Source: an optimization exercise on an open RTL-to-GDS flow (aim: small area and a short achievable clock period). Production flows keep margins and buffers that such runs may drop. No run shown here included a check of the RTL's function; only the layout flow was run. Power figures rest on the tool's default switching activity, not on a simulated workload.

## flow/design.v (module list and top-level ports; edited modules follow where they fit)
// module rdy_gate: 3 lines
// module perceptron_ctrl: 31 lines
// module perceptron_dp: 1095 lines
// module booth_enc: 8 lines
// module oai22m: 3 lines
// module nor2m: 3 lines
// module xor2m: 3 lines
// module xnor2m: 3 lines
// module maj3m: 3 lines
// module fa: 4 lines
// module ha: 4 lines
// module perceptron_top: 44 lines
module perceptron_top #(
    parameter WIDTH = 16
  ) (
    input clk,
    input reset,
    input      val_i,
    output     rdy_o,
    output     val_o,
    input      rdy_i,
    input  [1:0] W1W0b_en_i,
    input        b_i,
    input        W0_i,
    input        W1_i,
    input signed [WIDTH-1:0] X0_i,
    input signed [WIDTH-1:0] X1_i,
    output     Y_o
);
  // ...
==> flow/run.sh <==
#!/bin/bash
# synth_recipe.tcl (not shown) runs the flow's synth.tcl, then flattens the netlist and writes it again
# the make line also repeats each setting of config.mk as NAME=value (left out here)
make -C /OpenROAD-flow-scripts/flow DESIGN_CONFIG=/design/flow/config.mk WORK_HOME=/design/flow/orfs CLKGATE_MAP_FILE= SYNTH_SCRIPT=/design/flow/synth_recipe.tcl finish
==> flow/config.mk <==
export PLATFORM = sky130hd
export DESIGN_NAME = perceptron_top
export DESIGN_NICKNAME = perceptron_top
export VERILOG_FILES = /design/flow/design.v
export SDC_FILE = /design/flow/constraint.sdc
export NUM_CORES = 4
export LEC_CHECK = 0
export CAP_MARGIN = 20
export CORE_MARGIN = 2
export CORE_UTILIZATION = 40
export SETUP_SLACK_MARGIN = 4.5
export SLEW_MARGIN = 20
export SYNTH_HIERARCHICAL = 1
export SYNTH_MINIMUM_KEEP_SIZE = 0
==> flow/constraint.sdc <==
create_clock -name core_clock -period 9.0 [get_ports {clk}]
set_input_delay 1.8000 -clock core_clock [delete_from_list [all_inputs] [get_ports {clk}]]
set_output_delay 1.8000 -clock core_clock [all_outputs]
set_load 0.01 [all_outputs]
==> impl_metrics.csv, run 1 <==
group,metric,value,unit
sta,slew_viol_final,0,
power_and_ir_drop,power.switching,0.377,mW
synthesis,synth_edf_count,33,
synthesis,muxShareOfSynthArea,0.0750,%
worst_hold_path,holdCritPathClass,"flip-flop to flip-flop",
sta,final_min_period_over_clock_period,60.7,%
synthesis,synthFlopType,"dfxtp_1",
die,start_util,40.8,%
worst_setup_path,critPathMaxStageDelay,0.87,ns
sta,fin_ws,3.53,ns
final_layout,syn2layout_area_growth,31.6,%
routing,vias,11853,
final_layout,layout_commonest_cell,"xor2_1",
power_and_ir_drop,totalPowerFinal,1.19,mW
routing,dr.pass1.iters,7,
worst_hold_path,hp-start,"dp.b[15]$_SDFFE_PP0N_",
placement,place_ws,2.92,ns
worst_setup_path,critPathBufInv,0,
power_and_ir_drop,top_power_group,"the clock network",
final_layout,multi_input_area_share,68.5,%
synthesis,synth_area_leader_cell,"fa_1",
placement,place_inst,1788,
status,status,"finished clean",
final_layout,insertedDiodeCount,0,
synthesis,async_flop_share,0,%
synthesis,synth-compound-area-share,16.2,%
final_layout,final_util,53.7,%
sta,rsz0062_at_grt,"yes",
sta,finalSetupViolCount,0,
placement,dp_hpwl,30900,um
synthesis,syn_area,13300,sq um
routing,drc,0,
worst_setup_path,cp_max_fo,16,
die,dieWidth,187,um
==> run 2: changes to the inputs <==
--- a/flow/design.v
+++ b/flow/design.v
@@ -164,19 +164,19 @@
 wire c1069, s1070, c1071, s1072, c1073, s1074, c1075, s1076, c1077, s1078, c1079, s1080;
 wire c1081, s1082, c1083, s1084, c1085, s1086, c1087, s1088, c1089, g1090, q1091, g1092;
 wire q1093, g1094, q1095, g1096, q1097, g1098, q1099, g1100, q1101, g1102, q1103, g1104;
 wire q1105, g1106, q1107, g1108, q1109, g1110, q1111, g1112, q1113, g1114, q1115, g1116;
 wire q1117, g1118, q1119, g1120, q1121, g1122, q1123, g1124, q1125, g1126, q1127, g1128;
 wire q1129, g1130, q1131, g1132, q1133, g1134, q1135, g1136, q1137, g1138, q1139, g1140;
 wire q1141, g1142, q1143, g1144, q1145, g1146, q1147, g1148, q1149, g1150, q1151, g1152;
 wire q1153, G1154, G1155, G1156, G1157, G1158, G1159, P1160, G1161, G1162, P1163, G1164;
-wire G1165, P1166, G1167, G1168, P1169, G1170, G1171, P1172, G1173, P1174, G1175, P1176;
-wire G1177, P1178, G1179, P1180, G1181, G1182, P1183, G1184, P1185, G1186, P1187, G1188;
-wire G1189, P1190, G1191, P1192, G1193, P1194, G1195, P1196, G1197, G1198, P1199, G1200;
+wire G1165, P1166, G1167, G1168, P1169, G1170, G1171, P1172, G1173, G1174, P1175, G1176;
+wire P1177, G1178, P1179, G1180, G1181, P1182, G1183, P1184, G1185, P1186, G1187, P1188;
+wire G1189, P1190, G1191, P1192, G1193, G1194, P1195, G1196, P1197, G1198, G1199, P1200;
 wire G1201;
 booth_enc u_enc0_0 (.wh(w0[1]), .wm(w0[0]), .wl(1'b0), .onen(onen0_0), .twon(twon0_0), .nzn(nzn0_0));
 nor2m u_sel1 (.a(xn0[0]), .b(onen0_0), .y(sel1));
 xor2m u_p2 (.a(sel1), .b(w0[1]), .y(p2));
 oai22m u_sel3 (.a(xn0[1]), .b(onen0_0), .c(xn0[0]), .d(twon0_0), .y(sel3));
 xor2m u_p4 (.a(sel3), .b(w0[1]), .y(p4));
 oai22m u_sel5 (.a(xn0[2]), .b(onen0_0), .c(xn0[1]), .d(twon0_0), .y(sel5));
 xor2m u_p6 (.a(sel5), .b(w0[1]), .y(p6));
@@ -1084,53 +1084,52 @@
 assign G1165 = G1162 | (P1163 & g1146);
 assign P1166 = P1163 & q1147;
 assign G1167 = g1106 | (q1107 & G1164);
 assign G1168 = G1165 | (P1166 & g1144);
 assign P1169 = P1166 & q1145;
 assign G1170 = g1108 | (q1109 & G1167);
 assign G1171 = G1168 | (P1169 & g1142);
 assign P1172 = P1169 & q1143;
-assign G1173 = g1112 | (q1113 & g1110);
-assign P1174 = q1113 & q1111;
-assign G1175 = g1116 | (q1117 & g1114);
-assign P1176 = q1117 & q1115;
-assign G1177 = g1136 | (q1137 & g1134);
-assign P1178 = q1137 & q1135;
-assign G1179 = g1140 | (q1141 & g1138);
-assign P1180 = q1141 & q1139;
-assign G1181 = G1173 | (P1174 & G1170);
-assign G1182 = g1118 | (q1119 & G1175);
-assign P1183 = q1119 & P1176;
-assign G1184 = G1177 | (P1178 & g1132);
-assign P1185 = P1178 & q1133;
-assign G1186 = G1171 | (P1172 & G1179);
-assign P1187 = P1172 & P1180;
-assign G1188 = G1182 | (P1183 & G1181);
-assign G1189 = G1184 | (P1185 & g1130);
-assign P1190 = P1185 & q1131;
-assign G1191 = g1122 | (q1123 & g1120);
-assign P1192 = q1123 & q1121;
-assign G1193 = g1126 | (q1127 & g1124);
-assign P1194 = q1127 & q1125;
-assign G1195 = G1189 | (P1190 & g1128);
-assign P1196 = P1190 & q1129;
-assign G1197 = G1191 | (P1192 & G1188);
-assign G1198 = G1195 | (P1196 & G1193);
-assign P1199 = P1196 & P1194;
-assign G1200 = G1198 | (P1199 & G1197);
-assign G1201 = G1186 | (P1187 & G1200);
-wire sign = 1'b1 ^ G1201;
-reg y;
+assign G1173 = g1110 | (q1111 & G1170);
+assign G1174 = g1114 | (q1115 & g1112);
+assign P1175 = q1115 & q1113;
+assign G1176 = g1136 | (q1137 & g1134);
+assign P1177 = q1137 & q1135;
+assign G1178 = g1140 | (q1141 & g1138);
+assign P1179 = q1141 & q1139;
+reg [26:0] cs;
 always @ (posedge clk)
 begin
   if (en_egress == 1)
-    y <= ~sign;
+    cs <= {P1172, G1171, P1179, G1178, P1177, G1176, q1133, g1132, q1131, g1130, q1129, g1128, q1127, g1126, q1125, g1124, q1123, g1122, q1121, g1120, q1119, g1118, q1117, g1116, P1175, G1174, G1173};
 end
-assign Y_o = y;
+assign G1180 = cs[1] | (cs[2] & cs[0]);
+assign G1181 = cs[5] | (cs[6] & cs[3]);
+assign P1182 = cs[6] & cs[4];
+assign G1183 = cs[9] | (cs[10] & cs[7]);
+assign P1184 = cs[10] & cs[8];
+assign G1185 = cs[13] | (cs[14] & cs[11]);
+assign P1186 = cs[14] & cs[12];
+assign G1187 = cs[17] | (cs[18] & cs[15]);
+assign P1188 = cs[18] & cs[16];
+assign G1189 = cs[21] | (cs[22] & cs[19]);
+assign P1190 = cs[22] & cs[20];
+assign G1191 = cs[25] | (cs[26] & cs[23]);
+assign P1192 = cs[26] & cs[24];
+assign G1193 = G1181 | (P1182 & G1180);
+assign G1194 = G1185 | (P1186 & G1183);
+assign P1195 = P1186 & P1184;
+assign G1196 = G1189 | (P1190 & G1187);
+assign P1197 = P1190 & P1188;
+assign G1198 = G1194 | (P1195 & G1193);
+assign G1199 = G1191 | (P1192 & G1196);
+assign P1200 = P1192 & P1197;
+assign G1201 = G1199 | (P1200 & G1198);
+assign Y_o = ~(1'b1 ^ G1201);
 endmodule
 module booth_enc (input wh, input wm, input wl,
                   output onen, output twon, output nzn);
   wire one = wm ^ wl;
   wire two = (wh ^ wm) & ~(wm ^ wl);
   assign onen = ~one;
   assign twon = ~two;
   assign nzn  = ~(one | two);
==> flow/config.mk (replaced) <==
export PLATFORM = sky130hd
export DESIGN_NAME = perceptron_top
export DESIGN_NICKNAME = perceptron_top
export VERILOG_FILES = /design/flow/design.v
export SDC_FILE = /design/flow/constraint.sdc
export NUM_CORES = 4
export LEC_CHECK = 0
export CAP_MARGIN = 20
export CORE_MARGIN = 2
export CORE_UTILIZATION = 40
export SETUP_SLACK_MARGIN = 5.0
export SLEW_MARGIN = 20
export SYNTH_HIERARCHICAL = 1
export SYNTH_MINIMUM_KEEP_SIZE = 0
==> impl_metrics.csv, run 2 <==
group,metric,value,unit
status,status,"finished clean",
synthesis,ys_warn_count,8,
clocking,path_clk_slew,0.09,ns
synthesis,synth_top_family_by_area,"adder cells",
clocking,cts_buffer_depth,2,
synthesis,synth.distinct_cells,46,
power_and_ir_drop,p_leak,9.31,nW
clocking,ctsHoldBuffers,0,
synthesis,yosysMostFrequentCell,"xor2_1",
die,ios,44,
die,die_area,37000,sq um
clocking,htreeDepth,3,
die,start_util,40.2,%
routing,ant_nets,0,
final_layout,insertedDiodeCount,0,
final_layout,regMostFlops,"dp.cs",
worst_setup_path,rr_worst_depth,13,
sta,final_min_period_over_clock_period,52.6,%
worst_setup_path,required,9.14,ns
routing,vias,12474,
synthesis,yosysTopAreaCellShare,35.1,%
final_layout,largest_reg_flops,27,
sta,max_clock_freq,211,MHz
synthesis,muxShareOfSynthArea,0.0704,%
sta,finClkSkew,0.0203,ns
routing,dr.pass1.iters,6,
routing,wl_per_cell,24.8,um
synthesis,synth_area_leaders,"fa_1 35%, xor2_1 16%, edfxtp_1 12%",
synthesis,synth_area_per_cell,10.7,sq um
synthesis,yosys.area_share.simple,8.63,%
grt,grt_max_degree,53,
synthesis,synth_area_leader_cell,"fa_1",
routing,drc,0,
sta,finalSetupViolCount,0,
sta,rsz0062_at_grt,"yes",
final_layout,layout-drive-gt1-share,30.0,%
final_layout,syn2layout_area_growth,35.4,%
final_layout,final_cell_mix,"249 x xor2_1, 204 x o22ai_1, 168 x fa_1",
worst_setup_path,cp_max_fo,8,
sta,finalHoldViolations,0,
synthesis,ys_seq_area_share,19.5,%
placement,portBuffers,43,
grt,gr-usage-all-layers,28.9,%
final_layout,fin_nets,1926,
routing,drt_iter0_drc,1137,
grt,met2_usage,46.4,%
grt,grt_pass1_wl,78900,um
die,core,35300,sq um
worst_hold_path,hold_depth,2,
synthesis,synthFlopType,"edfxtp_1",
clocking,cts_tree,"yes",
die,dieHeight,192,um
power_and_ir_drop,powerDensity,70.2,nW/um^2
run,maxCapViolCount,0,
synthesis,synth_edf_count,59,
worst_setup_path,cp-end-kind,"flip-flop",
power_and_ir_drop,ir_drop,0.0000905,V
clocking,cts_buffers,9,
clocking,clockRootBuffer,"clkbuf_16",
synthesis,syn_inst,1333,
final_layout,final_util,54.5,%
synthesis,synth-compound-area-share,15.1,%
grt,gr-total-overflow,0,
die,dieWidth,192,um
clocking,clock_sinks,109,
sta,fin_setup_tns,0,ns
sta,finalCriticalPeriod,4.74,ns
final_layout,layout_commonest_cell,"xor2_1",
grt,met3_usage,6.95,%
routing,drt-total-wl,51500,um
die,row_count,69,
worst_setup_path,path_class,"flip-flop to flip-flop",
grt,grt_pass1_vias,13189,
grt,grt-busiest-layer,"met2",
synthesis,synth_xor_area_share,17.8,%
synthesis,syn_area,14200,sq um
sta,slew_headroom,45.0,%
grt,antenna_found_initial,0,
synthesis,synth_common_cells,"256 x xor2_1, 249 x fa_1, 246 x o22ai_1",
worst_setup_path,arrival,4.88,ns
placement,gp_congestion,0.876,
sta,worst_pin_slew,0.825,ns
clocking,insertion_delay,0.39,ns
synthesis,yosys.area_share.adder,37.2,%
routing,via_per_inst,6.00,
grt,grt_util_met1,36.0,%
synthesis,async_flop_share,0,%
sta,slew_viol_final,0,
worst_setup_path,crit_path_start_kind,"flip-flop",
placement,dp_hpwl,31000,um
worst_hold_path,holdCritPathClass,"flip-flop to flip-flop",
synthesis,synth-seq-cells,109,
## run 2: cell types whose count changed in the layout (fill, tap and decap cells not counted), sizes merged, moves of 3 or more
cell / change
or2: +8
bufinv: -3
buf: +40
o21ai: -3
edfxtp: +26
a221oi: -3
o22ai: -4
o22a: +4
and2: +9
## run 2: Yosys stat by module (local to each module, per instance), excerpt
module / area [sq um] / cells inside
fa: 20.0 / 1
oai22m: 6.26 / 1
nor2m: 3.75 / 1
booth_enc: 42.5 / 7
ha: 12.5 / 1
rdy_gate: 18.8 / 2
perceptron_dp: 4110 / 393
xnor2m: 8.76 / 1
perceptron_ctrl: 109 / 8
xor2m: 8.76 / 1
## run 2: report_power, final
group	internal [mW]	switching (mW)	total, mW
sequential	0.546	0.0237	0.570
combinational	0.171	0.182	0.353
clock	0.198	0.231	0.429
## run 2: layer usage
metal	vias to the layer above	wire, um
li1	5294	-
met1	6245	19300
met2	737	24100
met3	198	4900
met4	0	3170
met5	-	0
## run 2: critical path, stage by stage, from the launching register on
cell and delay [ns]:
dfxtp_4 0.38, buf_6 0.14, buf_12 0.15, or3_1 0.31, nand2_1 0.08, nor2_1 0.06
xnor2_1 0.19, fa_2 0.52, fa_2 0.36, fa_1 0.54, fa_1 0.45, fa_1 0.57
fa_2 0.44, or2_2 0.29
## run 2: through the flow
stage | setup WS, ns | power, mW | hold WS (ns) | area, sq um | cells
5_1_grt | 4.14 | 1.41 | 0.502 | 19200 | 2079
6_report | 4.26 | 1.35 | 0.481 | 19200 | 2079
4_1_cts | 4.30 | 1.34 | 0.469 | 18600 | 2040
3_5_place_dp | 3.64 | 0.873 | 0.455 | 15900 | 1849
2_1_floorplan | 4.18 | 0.775 | 0.436 | 15000 | 1350
3_3_place_gp | 3.63 | 0.868 | 0.447 | 15900 | 1849
## run 2: layout make-up
type,instances,area (sq um)
clock buffer,9,225
clock inverter,7,75.1
fill,2963,16100
inverter,37,141
multi-input combinational,1188,12300
sequential,109,2880
tap,461,577
timing repair buffer,268,3030
## run 2: cell families (layout without fill, tap and decap cells)
| logic type | after synthesis | after routing |
|---|---|---|
| other | 2 | 19 |
| AOI/OAI and AO/OA | 347 | 347 |
| and+or+nand+nor | 260 | 260 |
| DFF | 109 | 109 |
| muxes | 1 | 1 |
| buffers and inverters | 53 | 321 |
| adders and majority gates | 273 | 273 |
| xor gates and xnor gates | 288 | 288 |
## run 2: worst paths after layout
check / start / end / slack [ns]
setup reg to reg: dp.w1[3]$_SDFFE_PP0N_ / dp.cs[16]$_DFFE_PP_ / 4.26
hold reg to reg: dp.b[15]$_SDFFE_PP0N_ / dp.b[15]$_SDFFE_PP0N_ / 0.48
hold / removal: dp.b[15]$_SDFFE_PP0N_ / dp.b[15]$_SDFFE_PP0N_ / 0.48
setup / recovery: dp.w1[3]$_SDFFE_PP0N_ / dp.cs[16]$_DFFE_PP_ / 4.26
## run 2: what timing repair did
item	4_1_cts	5_1_grt
pin swaps	33	37
gates cloned	0	1
endpoints found under the setup margin	29	29
setup buffers	175	38
gates resized for setup	118	45
==> run 3: changes to the inputs <==
--- a/flow/config.mk
+++ b/flow/config.mk
@@ -14 +14,2 @@
 export SYNTH_MINIMUM_KEEP_SIZE = 0
+export TNS_END_PERCENT = 0
==> impl_metrics.csv, run 3 <==
group,metric,value,unit
synthesis,yosysTopAreaCellShare,35.1,%
sta,hold_ws,0.480,ns
worst_setup_path,crit_slowest_cell,"fa_1",
final_layout,layout-drive-gt1-share,24.0,%
synthesis,synth_area_leader_cell,"fa_1",
final_layout,fin_nets,1884,
sta,fin_ws,4.22,ns
clocking,cts_tree,"yes",
synthesis,synth_edf_count,59,
clocking,cts_buffers,9,
placement,gp_congestion,0.896,
worst_setup_path,critPathMaxStageDelay,0.55,ns
clocking,insertion_delay,0.39,ns
sta,max_clock_freq,209,MHz
final_layout,regMostFlops,"dp.cs",
sta,final_min_period_over_clock_period,53.1,%
synthesis,synth_common_cells,"256 x xor2_1, 249 x fa_1, 246 x o22ai_1",
power_and_ir_drop,ir_drop,0.0000887,V
status,status,"finished clean",
final_layout,layout_commonest_cell,"xor2_1",
worst_setup_path,path_class,"flip-flop to flip-flop",
clocking,path_clk_slew,0.09,ns
die,dieWidth,192,um
routing,drt-total-wl,48600,um
synthesis,syn_inst,1333,
worst_setup_path,crit_path_start_kind,"flip-flop",
die,die_area,37000,sq um
sta,rsz0062_at_grt,"yes",
sta,slew_headroom,44.1,%
die,ios,44,
final_layout,insertedDiodeCount,0,
grt,grt_pass1_wl,75300,um
run,maxCapViolCount,0,
synthesis,synthFlopType,"edfxtp_1",
die,row_count,69,
sta,finalHoldViolations,0,
routing,drt_iter0_drc,1278,
grt,gr-total-overflow,0,
final_layout,largest_reg_flops,27,
grt,gr-usage-all-layers,27.4,%
clocking,cts_buffer_depth,2,
sta,finalCriticalPeriod,4.78,ns
sta,finalSetupViolCount,0,
routing,ant_nets,0,
power_and_ir_drop,powerDensity,70.9,nW/um^2
synthesis,synth_area_per_cell,10.7,sq um
final_layout,syn2layout_area_growth,28.2,%
worst_setup_path,crit_top_cell,"fa_1",
clocking,clockRootBuffer,"clkbuf_16",
routing,drc,0,
routing,via_per_inst,6.06,
routing,dr.pass1.iters,7,
routing,wl_per_cell,23.9,um
placement,dp_hpwl,31400,um
sta,worst_pin_slew,0.839,ns
worst_setup_path,cp-end-kind,"flip-flop",
final_layout,final_cell_mix,"252 x xor2_1, 216 x o22ai_1, 200 x fa_1",
grt,antenna_found_initial,0,
worst_setup_path,crit_chain,"and3b_2 -> a21oi_4 -> buf_4 -> buf_6 -> o22ai_1 -> xor2_1 -> fa_1 -> fa_1 -> fa_1 -> fa_1 -> fa_1 -> fa_1 -> or2_2",
die,start_util,40.2,%
power_and_ir_drop,p_leak,8.97,nW
worst_setup_path,arrival,4.92,ns
sta,slew_viol_final,0,
synthesis,synth-seq-cells,109,
final_layout,instances_no_fill,2037,
grt,grt_max_degree,53,
placement,place_ws,3.62,ns
synthesis,synth.distinct_cells,46,
clocking,htreeDepth,3,
worst_setup_path,path_delay_family,"adder cells",
worst_hold_path,holdCritPathClass,"flip-flop to flip-flop",
worst_setup_path,cp_max_fo,7,
placement,place_inst,1848,
synthesis,yosysMostFrequentCell,"xor2_1",
grt,grt_pass1_vias,12807,
die,dieHeight,192,um
clocking,clock_sinks,109,
synthesis,syn_area,14200,sq um
worst_setup_path,critPathBufInv,2,
synthesis,async_flop_share,0,%
die,core,35300,sq um
clocking,ctsHoldBuffers,0,
worst_setup_path,required,9.14,ns
synthesis,ys_warn_count,8,
sta,finClkSkew,0.0148,ns
routing,vias,12349,
placement,portBuffers,43,
synthesis,synth_area_leaders,"fa_1 35%, xor2_1 16%, edfxtp_1 12%",
sta,fin_setup_tns,0,ns
final_layout,final_util,51.6,%
synthesis,ys_seq_area_share,19.5,%
## run 3: layout make-up
type,count,area (sq um)
Inverter,37,139
Multi-Input combinational cell,1188,12000
Clock buffer,10,229
Tap cell,461,577
Timing Repair Buffer,226,2330
Clock inverter,6,60.1
Fill cell,3070,17100
Sequential cell,109,2860
## run 3: repair_timing
item	4_1_cts	5_1_grt
buffers inserted	154	17
pin swaps	30	25
resized for setup	60	31
endpoints found under the setup margin	29	29
gates cloned	1	0
## run 3: final timing paths
kind,start,endpoint,slack (ns),cells after the start
worst max-delay path,dp.w1[3]$_SDFFE_PP0N_,dp.cs[12]$_DFFE_PP_,4.22,13
worst min-delay path,dp.b[15]$_SDFFE_PP0N_,dp.b[15]$_SDFFE_PP0N_,0.48,2
worst max register to register,dp.w1[3]$_SDFFE_PP0N_,dp.cs[12]$_DFFE_PP_,4.22,13
worst min register to register,dp.b[15]$_SDFFE_PP0N_,dp.b[15]$_SDFFE_PP0N_,0.48,2
## run 3: worst min-delay path: stages (launching register included)
cell,delay (ns)
dfxtp_1,0.32
nand2_1,0.05
a21oi_1,0.06
## run 3: where the power goes
group	internal, mW	switching, mW	total (mW)
Clock	0.196	0.220	0.416
Combinational	0.136	0.150	0.287
Sequential	0.548	0.0413	0.589
## run 3: per-module statistics from Yosys (local to each module, per instance), a selection
module / cells inside / times used / flops+latches
xnor2m: 1 / 16 / 0
fa: 1 / 249 / 0
xor2m: 1 / 256 / 0
oai22m: 1 / 240 / 0
rdy_gate: 2 / 2 / 0
ha: 1 / 23 / 0
perceptron_dp: 393 / 1 / 107
booth_enc: 7 / 16 / 0
perceptron_ctrl: 8 / 1 / 2
nor2m: 1 / 32 / 0
## run 3: cells by family after synthesis
family | after synthesis | share of synthesized area (%)
XOR/XNOR | 288 | 17.8
AO/OA/AOI/OAI | 347 | 15.1
flip-flops | 109 | 19.5
buffers and inverters | 53 | 1.70
adder cells (fa/ha/maj) | 273 | 37.2
other | 2 | 0.0529
multiplexers | 1 | 0.0704
AND/OR/NAND/NOR | 260 | 8.63
## run 3: per-stage QoR
step | power [mW] | cell area, sq um
CTS | 1.30 | 17900
finish | 1.29 | 18200
global placement | 0.858 | 15800
floorplan | 0.766 | 14800
global route | 1.35 | 18200
detailed placement | 0.863 | 15800
## run 3: metal layers
| layer | part of all wire (%) | track usage, % | vias up |
|---|---|---|---|
| li1 | - | - | 5215 |
| met1 | 38 | 34.9 | 6234 |
| met2 | 48 | 44.9 | 719 |
| met3 | 8.7 | 4.60 | 181 |
| met4 | 5.8 | 14.2 | 0 |
| met5 | 0 | 0 | - |
==> run 4: changes to the inputs <==
--- a/flow/config.mk
+++ b/flow/config.mk
@@ -10,3 +10,3 @@
 export CORE_UTILIZATION = 40
-export SETUP_SLACK_MARGIN = 5.0
+export SETUP_SLACK_MARGIN = 4.0
 export SLEW_MARGIN = 20
@@ -14,2 +14 @@
 export SYNTH_MINIMUM_KEEP_SIZE = 0
-export TNS_END_PERCENT = 0
==> impl_metrics.csv, run 4 <==
group,metric,value,unit
die,row_count,69,
placement,gp_congestion,0.926,
worst_setup_path,required,9.13,ns
sta,finClkSkew,0.0182,ns
run,maxCapViolCount,0,
final_layout,syn2layout_area_growth,24.3,%
worst_setup_path,timing.reg2reg.setup_slack,4.05,ns
routing,ant_nets,0,
power_and_ir_drop,ir_drop,0.0000891,V
worst_setup_path,rr_worst_depth,10,
placement,portBuffers,43,
worst_hold_path,holdCritPathClass,"flip-flop to flip-flop",
final_layout,layout_commonest_cell,"xor2_1",
final_layout,largest_reg_flops,27,
sta,rsz0062_at_grt,"yes",
grt,grt_pass1_wl,73400,um
final_layout,insertedDiodeCount,0,
worst_setup_path,crit_chain,"o22ai_1 -> xor2_1 -> fa_1 -> fa_1 -> fa_1 -> fa_2 -> fa_1 -> fa_1 -> fa_1 -> or2_2",
synthesis,syn_inst,1333,
routing,drt-total-wl,48300,um
clocking,cts_tree,"yes",
synthesis,synth.distinct_cells,46,
synthesis,synth_area_per_cell,10.7,sq um
clocking,clock_sinks,109,
sta,finalCriticalPeriod,4.95,ns
sta,fin_ws,4.05,ns
die,start_util,40.2,%
grt,grt_pass1_vias,12253,
worst_setup_path,cp_max_fo,16,
routing,drt_iter0_drc,1314,
power_and_ir_drop,p_leak,8.88,nW
synthesis,synth_common_cells,"256 x xor2_1, 249 x fa_1, 246 x o22ai_1",
synthesis,synth_edf_count,59,
worst_setup_path,crit_path_start_kind,"flip-flop",
synthesis,syn_area,14200,sq um
final_layout,final_cell_mix,"253 x xor2_1, 243 x o22ai_1, 239 x fa_1",
sta,slew_viol_final,0,
clocking,clockRootBuffer,"clkbuf_16",
die,ios,44,
routing,via_per_inst,5.99,
clocking,cts_buffers,9,
sta,worst_pin_slew,1.08,ns
die,die_area,37000,sq um
worst_setup_path,arrival,5.09,ns
grt,gr-usage-all-layers,26.9,%
worst_setup_path,cp-end-kind,"flip-flop",
worst_setup_path,crit_top_cell,"fa_1",
final_layout,regMostFlops,"dp.cs",
routing,wl_per_cell,23.9,um
grt,gr-total-overflow,0,
synthesis,yosysTopAreaCellShare,35.1,%
synthesis,synth-seq-cells,109,
worst_setup_path,crit_slowest_cell,"edfxtp_1",
die,dieHeight,192,um
synthesis,ys_seq_area_share,19.5,%
synthesis,ys_warn_count,8,
synthesis,yosysMostFrequentCell,"xor2_1",
worst_hold_path,hp-start,"dp.b[15]$_SDFFE_PP0N_",
synthesis,synthFlopType,"edfxtp_1",
worst_setup_path,r2r-start,"dp.xn1[9]$_DFFE_PP_",
routing,drc,0,
sta,fin_setup_tns,0,ns
power_and_ir_drop,powerDensity,74.5,nW/um^2
clocking,insertion_delay,0.40,ns
sta,finalSetupViolCount,0,
routing,vias,12106,
sta,max_clock_freq,202,MHz
final_layout,layout-drive-gt1-share,18.3,%
placement,place_ws,3.45,ns
worst_hold_path,hold_depth,2,
grt,antenna_found_initial,0,
synthesis,async_flop_share,0,%
sta,final_min_period_over_clock_period,55.0,%
sta,finalHoldViolations,0,
clocking,path_clk_slew,0.08,ns
die,core,35300,sq um
final_layout,instances_no_fill,2020,
routing,dr.pass1.iters,5,
final_layout,nFillCells,3176,
worst_hold_path,holdPathEnd,"dp.b[15]$_SDFFE_PP0N_",
sta,slew_headroom,28.3,%
clocking,cts_buffer_depth,2,
final_layout,fin_nets,1867,
die,dieWidth,192,um
worst_setup_path,critPathMaxStageDelay,0.91,ns
status,status,"finished clean",
synthesis,synth_area_leader_cell,"fa_1",
worst_setup_path,path_class,"flip-flop to flip-flop",
clocking,htreeDepth,3,
worst_setup_path,r2r-end,"dp.cs[16]$_DFFE_PP_",
placement,place_inst,1854,
synthesis,synth_area_leaders,"fa_1 35%, xor2_1 16%, edfxtp_1 12%",
grt,grt_max_degree,53,
placement,dp_hpwl,31900,um
-- run 4: timing repair --
item                                    CTS  global route
buffers inserted                         73            77
endpoints found under the setup margin   28            20
hold buffers                              0             0
pin swaps                                 2            22
gates resized for setup                  24            39
-- run 4: cells by family after synthesis --
| group | after synthesis | share of synthesized area (%) |
|---|---|---|
| flops | 109 | 19.5 |
| buf+inv | 53 | 1.70 |
| xor+xnor | 288 | 17.8 |
| simple gates | 260 | 8.63 |
| fa+ha+maj | 273 | 37.2 |
| compound gates | 347 | 15.1 |
| mux | 1 | 0.0704 |
| other cells | 2 | 0.0529 |
-- run 4: area by class of cell --
cell class	count	area (sq um)	area share (%)
clock buffer	10	229	1.30
clock inverter	6	82.6	0.468
inverter	37	139	0.786
multi-input combinational	1188	11700	66.2
sequential	109	2850	16.1
tap	461	577	3.27
timing repair buffer	209	2090	11.8
-- run 4: Yosys stat by module (local to each module, per instance), excerpt --
| module | cell area, sq um | flops+latches | copies in the design | cells |
|---|---|---|---|---|
| perceptron_dp | 4110 | 107 | 1 | 393 |
| ha | 12.5 | 0 | 23 | 1 |
| perceptron_ctrl | 109 | 2 | 1 | 8 |
| nor2m | 3.75 | 0 | 32 | 1 |
| oai22m | 6.26 | 0 | 240 | 1 |
| rdy_gate | 18.8 | 0 | 2 | 2 |
| fa | 20.0 | 0 | 249 | 1 |
| booth_enc | 42.5 | 0 | 16 | 7 |
| xor2m | 8.76 | 0 | 256 | 1 |
| xnor2m | 8.76 | 0 | 16 | 1 |
-- run 4: per-stage QoR --
| step | hold slack (ns) | instance area [sq um] | total power, mW | utilization (%) |
|---|---|---|---|---|
| 2_1_floorplan | 0.436 | 14500 | 0.761 | - |
| 3_3_place_gp | 0.445 | 15500 | 0.858 | 43.9 |
| 3_5_place_dp | 0.456 | 15500 | 0.865 | 44.0 |
| 4_1_cts | 0.467 | 16800 | 1.31 | 47.5 |
| 5_1_grt | 0.491 | 17700 | 1.38 | 50.0 |
| 6_report | 0.466 | 17700 | 1.32 | 50.0 |
-- run 4: how the worst max path moves through the flow --
stage | startpoint | endpoint | depth (start not counted)
floorplan | dp.w1[3]$_SDFFE_PP0N_ | dp.cs[16]$_DFFE_PP_ | 12
global route | dp.w0[13]$_SDFFE_PP0N_ | dp.cs[16]$_DFFE_PP_ | 13
detailed placement | dp.w1[5]$_SDFFE_PP0N_ | dp.cs[16]$_DFFE_PP_ | 11
global placement | dp.w0[5]$_SDFFE_PP0N_ | dp.cs[16]$_DFFE_PP_ | 12
CTS | dp.w1[3]$_SDFFE_PP0N_ | dp.cs[16]$_DFFE_PP_ | 12
finish | dp.xn1[9]$_DFFE_PP_ | dp.cs[16]$_DFFE_PP_ | 10
-- run 4: per-layer routing --
layer	vias to the layer above	share of wire (%)	track usage (%)
li1	5179	-	-
met1	6060	38	34.9
met2	727	48	44.0
met3	140	9.3	4.87
met4	0	4.7	11.8
met5	-	0	0
-- run 4: worst max-delay path: cells and delay by family, from the launching register on --
kind / cells / cell delay [ns]
fa+ha+maj: 7 / 3.09
flops: 1 / 0.91
simple gates: 1 / 0.31
xor+xnor: 1 / 0.20
compound gates: 1 / 0.19
-- run 4: power by group --
group / internal [mW] / switching, mW / total, mW
combinational: 0.134 / 0.155 / 0.289
sequential: 0.548 / 0.0381 / 0.587
clock: 0.222 / 0.217 / 0.439

[separate check: timing with driven ports]
The results above use ideal ports. As a check the final layouts listed here were re-extracted and re-timed, cells and wires unchanged.
Step 1 (the two cells are an assumption about what drives the block):
set clk [get_ports {clk}]
set_driving_cell -lib_cell sky130_fd_sc_hd__clkbuf_16 $clk
set_driving_cell -lib_cell sky130_fd_sc_hd__buf_2 [delete_from_list [all_inputs] $clk]
Step 2 adds t to the input delays and takes it off the output delays; t is the mean of the earliest and latest rising clock arrival at the registers after step 1. Input paths then give back, and output paths get back, about the clock's delay inside the block.
Three values: no drivers, after step 1, after step 2; two values: the first two.
run	t, ns	setup slack, ns	hold slack, ns
run 1	0.420	3.533 / 3.533 / 3.533	0.454 / 0.454 / 0.454
run 2	0.442	4.262 / 4.262 / 4.262	0.481 / 0.481 / 0.481
run 3	0.436	4.221 / 4.221 / 4.221	0.480 / 0.480 / 0.480
run 4	0.437	4.046 / 4.046 / 4.046	0.466 / 0.466 / 0.466
After both steps setup and hold are still met in every run listed.
